Source: an optimization exercise on an open RTL-to-GDS flow (aim: small area). Production flows keep margins and buffers that such runs may drop.
At most, simulation tests tie the RTL to the original design; equivalence was not proved.
Power is estimated from default activity; no workload was simulated.

## top
module top
(
    input wire clk, rst, start, stop, split,
    output wire [7:0] an, dec_ddp
);
==> module dspl_drv_NexysA7, before the edit <==
module dspl_drv_NexysA7
(
  input clock, reset, tick, light,
  input [29:0] digits,
  output [7:0] an, dec_cat
);
  reg [2:0] s;
  reg [3:0] x;
  reg lit;
  reg [3:0] dig;
  always @* begin
    case (s)
      3'd0: dig = digits[3:0];
      3'd1: dig = digits[7:4];
      3'd2: dig = digits[11:8];
      3'd3: dig = {1'b0, digits[14:12]};
      3'd4: dig = digits[18:15];
      3'd5: dig = {1'b0, digits[21:19]};
      3'd6: dig = digits[25:22];
      default: dig = digits[29:26];
    endcase
  end
  always @(posedge clock or posedge reset) begin
    if (reset) begin
      s <= 3'd0;
      x <= 4'd0;
      lit <= 1'b0;
    end else if (tick) begin
      s <= s + 3'd1;
      x <= dig;
      lit <= light;
    end
  end
  genvar i;
  generate for (i = 0; i < 8; i = i + 1) begin : g_an
    assign an[i] = ~(lit & (s == ((i + 1) % 8)));
  end endgenerate
  wire sa = (~x[0] & ~x[1] & x[2]) | (x[0] & ~x[1] & ~x[2] & ~x[3]);
  wire sb = (x[0] & ~x[1] & x[2]) | (~x[0] & x[1] & x[2]);
  wire sc = ~x[0] & x[1] & ~x[2];
  wire sd = (~x[0] & ~x[1] & x[2]) | (x[0] & x[1] & x[2]) | (x[0] & ~x[1] & ~x[2] & ~x[3]);
  wire se = x[0] | (~x[1] & x[2]);
  wire sf = (x[1] & ~x[2]) | (x[0] & x[1]) | (x[0] & ~x[2] & ~x[3]);
  wire sg = (~x[1] & ~x[2] & ~x[3]) | (x[0] & x[1] & x[2]);
  assign dec_cat = {sa, sb, sc, sd, se, sf, sg, 1'b1};
endmodule
==> module edge_detector_sintese, before the edit <==
module edge_detector_sintese
(
  input clk, rst, din,
  output rising,  
  output held0    
);
  reg [4:0] s;
  wire [4:0] n;
  always @(posedge clk or posedge rst)
    if (rst) s <= 5'd0;
    else     s <= n;
  assign n[0] = (~s[1] & s[4]) | (~s[0] & s[3] & ~s[4]) | (s[1] & s[2] & ~s[4]) |
                (~s[2] & ~s[3] & s[4]) | (s[0] & s[4] & din) | (~s[0] & ~s[1] & ~s[2] & din);
  assign n[1] = s[0] & ~(s[2] & s[3] & s[4] & ~din);
  assign n[2] = s[1] & ~(s[0] & s[2] & s[4] & ~din);
  assign n[3] = s[2] & ~(s[3] & s[4] & ~din);
  assign n[4] = s[3] & ~(s[2] & s[4] & ~din);
  assign rising = s[0] & ~s[1] & ~s[2] & ~s[3] & ~s[4];
  assign held0  = ~s[0] & s[1] & ~s[2] & ~s[3] & ~s[4];
endmodule
==> module top, before the edit <==
module top
(
    input wire clk, rst, start, stop, split,
    output wire [7:0] an, dec_ddp
);
wire start_ed, stop_ed, split_ed, split_h0;
wire tick_next, tick_500ms, tick_scan;
wire hold_next, light;
wire [29:0] disp;
edge_detector_sintese ed_start (.clk(clk), .rst(rst), .din(start), .rising(start_ed), .held0());
edge_detector_sintese ed_stop  (.clk(clk), .rst(rst), .din(stop),  .rising(stop_ed),  .held0());
edge_detector_sintese ed_split (.clk(clk), .rst(rst), .din(split), .rising(split_ed), .held0(split_h0));
dcm dcm (.rst(rst), .clk(clk), .tick_next(tick_next), .tick_500ms(tick_500ms), .tick_scan(tick_scan));
reg on, en;
wire in_split = en & split_h0;
always @(posedge clk or posedge rst) begin
    if (rst) begin
        on <= 1'b0;
        en <= 1'b0;
    end else begin
        on <= on ? (in_split | ~stop_ed) : start_ed;
        en <= on;
    end
end
counters counters (.rst(rst), .clk(clk), .inc(tick_next & on), .hold(hold_next), .disp(disp));
dm dm (.rst(rst), .clk(clk), .tick_500ms(tick_500ms), .splitcheck(split_ed),
       .hold_next(hold_next), .light(light));
dspl_drv_NexysA7 driver (.clock(clk), .reset(rst), .tick(tick_scan), .light(light),
                         .digits(disp), .an(an), .dec_cat(dec_ddp));
endmodule
Settings: LEC_CHECK=0, CAP_MARGIN=20, CORE_MARGIN=2, CORE_UTILIZATION=40, SLEW_MARGIN=20; clock period 10.0 ns.
standard.sh (not shown) runs the stock make flow with config.mk's settings and CLKGATE_MAP_FILE= SYNTH_SCRIPT=/design/flow/synth_recipe.tcl, a recipe that flattens the netlist after the stock synthesis.
==> flow/flow/run.sh <==
#!/bin/bash
set -e
bash standard.sh "BUFFER_PORTS_ARGS=-buffer_cell sky130_fd_sc_hd__buf_1" "CTS_ARGS=-sink_clustering_enable -repair_clock_nets -buf_list sky130_fd_sc_hd__clkbuf_8 -dont_use_dummy_load" finish > flow.log 2>&1
Rerun with:
--- a/flow/design.v
+++ b/flow/design.v
@@ -71,19 +71,15 @@
   reg [2:0] s;
   reg [3:0] x;
   reg lit;
-  reg [3:0] dig;
-  always @* begin
-    case (s)
-      3'd0: dig = digits[3:0];
-      3'd1: dig = digits[7:4];
-      3'd2: dig = digits[11:8];
-      3'd3: dig = {1'b0, digits[14:12]};
-      3'd4: dig = digits[18:15];
-      3'd5: dig = {1'b0, digits[21:19]};
-      3'd6: dig = digits[25:22];
-      default: dig = digits[29:26];
-    endcase
-  end
+  wire [7:0] oh;
+  genvar i;
+  generate for (i = 0; i < 8; i = i + 1) begin : g_oh
+    assign oh[i] = (s == i);
+  end endgenerate
+  wire [3:0] dig = ({4{oh[0]}} & digits[3:0])  | ({4{oh[1]}} & digits[7:4]) |
+                   ({4{oh[2]}} & digits[11:8]) | ({4{oh[3]}} & {1'b0, digits[14:12]}) |
+                   ({4{oh[4]}} & digits[18:15]) | ({4{oh[5]}} & {1'b0, digits[21:19]}) |
+                   ({4{oh[6]}} & digits[25:22]) | ({4{oh[7]}} & digits[29:26]);
   always @(posedge clock or posedge reset) begin
     if (reset) begin
       s <= 3'd0;
@@ -95,9 +91,8 @@
       lit <= light;
     end
   end
-  genvar i;
   generate for (i = 0; i < 8; i = i + 1) begin : g_an
-    assign an[i] = ~(lit & (s == ((i + 1) % 8)));
+    assign an[i] = ~(lit & oh[(i + 1) % 8]);
   end endgenerate
   wire sa = (~x[0] & ~x[1] & x[2]) | (x[0] & ~x[1] & ~x[2] & ~x[3]);
   wire sb = (x[0] & ~x[1] & x[2]) | (~x[0] & x[1] & x[2]);
@@ -132,45 +127,43 @@
 module edge_detector_sintese
 (
   input clk, rst, din,
-  output rising,  
-  output held0    
+  output rising   
 );
   reg [4:0] s;
   wire [4:0] n;
   always @(posedge clk or posedge rst)
     if (rst) s <= 5'd0;
     else     s <= n;
-  assign n[0] = (~s[1] & s[4]) | (~s[0] & s[3] & ~s[4]) | (s[1] & s[2] & ~s[4]) |
-                (~s[2] & ~s[3] & s[4]) | (s[0] & s[4] & din) | (~s[0] & ~s[1] & ~s[2] & din);
-  assign n[1] = s[0] & ~(s[2] & s[3] & s[4] & ~din);
-  assign n[2] = s[1] & ~(s[0] & s[2] & s[4] & ~din);
-  assign n[3] = s[2] & ~(s[3] & s[4] & ~din);
-  assign n[4] = s[3] & ~(s[2] & s[4] & ~din);
-  assign rising = s[0] & ~s[1] & ~s[2] & ~s[3] & ~s[4];
-  assign held0  = ~s[0] & s[1] & ~s[2] & ~s[3] & ~s[4];
+  wire z    = ~(s[1] | s[2] | s[3] | s[4]);
+  wire wait_ = z & ~s[0];
+  wire last = &s;
+  wire clr  = last & ~din;
+  wire g    = ~((s[1] & ~s[2] & ~s[4]) | (~s[1] & s[3] & s[4]) | (s[2] & ~s[3] & ~s[4]));
+  assign n[0]   = (wait_ | last) ? din : g;
+  assign n[4:1] = s[3:0] & ~{4{clr}};
+  assign rising = z & s[0];
 endmodule
 module top
 (
     input wire clk, rst, start, stop, split,
     output wire [7:0] an, dec_ddp
 );
-wire start_ed, stop_ed, split_ed, split_h0;
+wire start_ed, stop_ed, split_ed;
 wire tick_next, tick_500ms, tick_scan;
 wire hold_next, light;
 wire [29:0] disp;
-edge_detector_sintese ed_start (.clk(clk), .rst(rst), .din(start), .rising(start_ed), .held0());
-edge_detector_sintese ed_stop  (.clk(clk), .rst(rst), .din(stop),  .rising(stop_ed),  .held0());
-edge_detector_sintese ed_split (.clk(clk), .rst(rst), .din(split), .rising(split_ed), .held0(split_h0));
+edge_detector_sintese ed_start (.clk(clk), .rst(rst), .din(start), .rising(start_ed));
+edge_detector_sintese ed_stop  (.clk(clk), .rst(rst), .din(stop),  .rising(stop_ed));
+edge_detector_sintese ed_split (.clk(clk), .rst(rst), .din(split), .rising(split_ed));
 dcm dcm (.rst(rst), .clk(clk), .tick_next(tick_next), .tick_500ms(tick_500ms), .tick_scan(tick_scan));
-reg on, en;
-wire in_split = en & split_h0;
+reg on, in_split;
 always @(posedge clk or posedge rst) begin
     if (rst) begin
         on <= 1'b0;
-        en <= 1'b0;
+        in_split <= 1'b0;
     end else begin
         on <= on ? (in_split | ~stop_ed) : start_ed;
-        en <= on;
+        in_split <= on & split_ed;
     end
 end
 counters counters (.rst(rst), .clk(clk), .inc(tick_next & on), .hold(hold_next), .disp(disp));
After rerunning:
- The changed run passed the timing, design-rule and antenna checks
- sequential share of layout area grows by 0.38 points
- power shrinks by 6.5%
- final area shrinks by 0.64%
- clock power stays flat
- non-clock buffer count is unchanged
- wire length grows by 0.85%
- maximum frequency grows by 2.7%
- final cell count shrinks by 1.3%
- core utilization is about the same
The RTL of the first run of this note was laid out without a check of its function.

## port drivers added, routing unchanged
The flow's constraints put no driver on any port. The routed layouts listed below were extracted and timed again, unchanged, in two steps. Step 1: set_driving_cell puts a clkbuf_16 on clk and a buf_2 on each other input, an assumption about the parent block. Step 2, shift: input delay + t, output delay - t, t = (earliest + latest rising clock arrival at the registers) / 2. This alone moves slack from input paths to output paths. Slacks: ideal / step 1 / step 2; pairs: ideal / step 1.
run | t, ns | setup slack, ns | worst setup path at the end | worst slew at a driven data input, ns
the first run | 0.384 | 5.905 / 5.905 / 5.905 | register to register | 0.03
the second run | 0.376 | 6.012 / 6.012 / 6.012 | register to register | 0.03
After both steps every run listed still meets setup and hold.
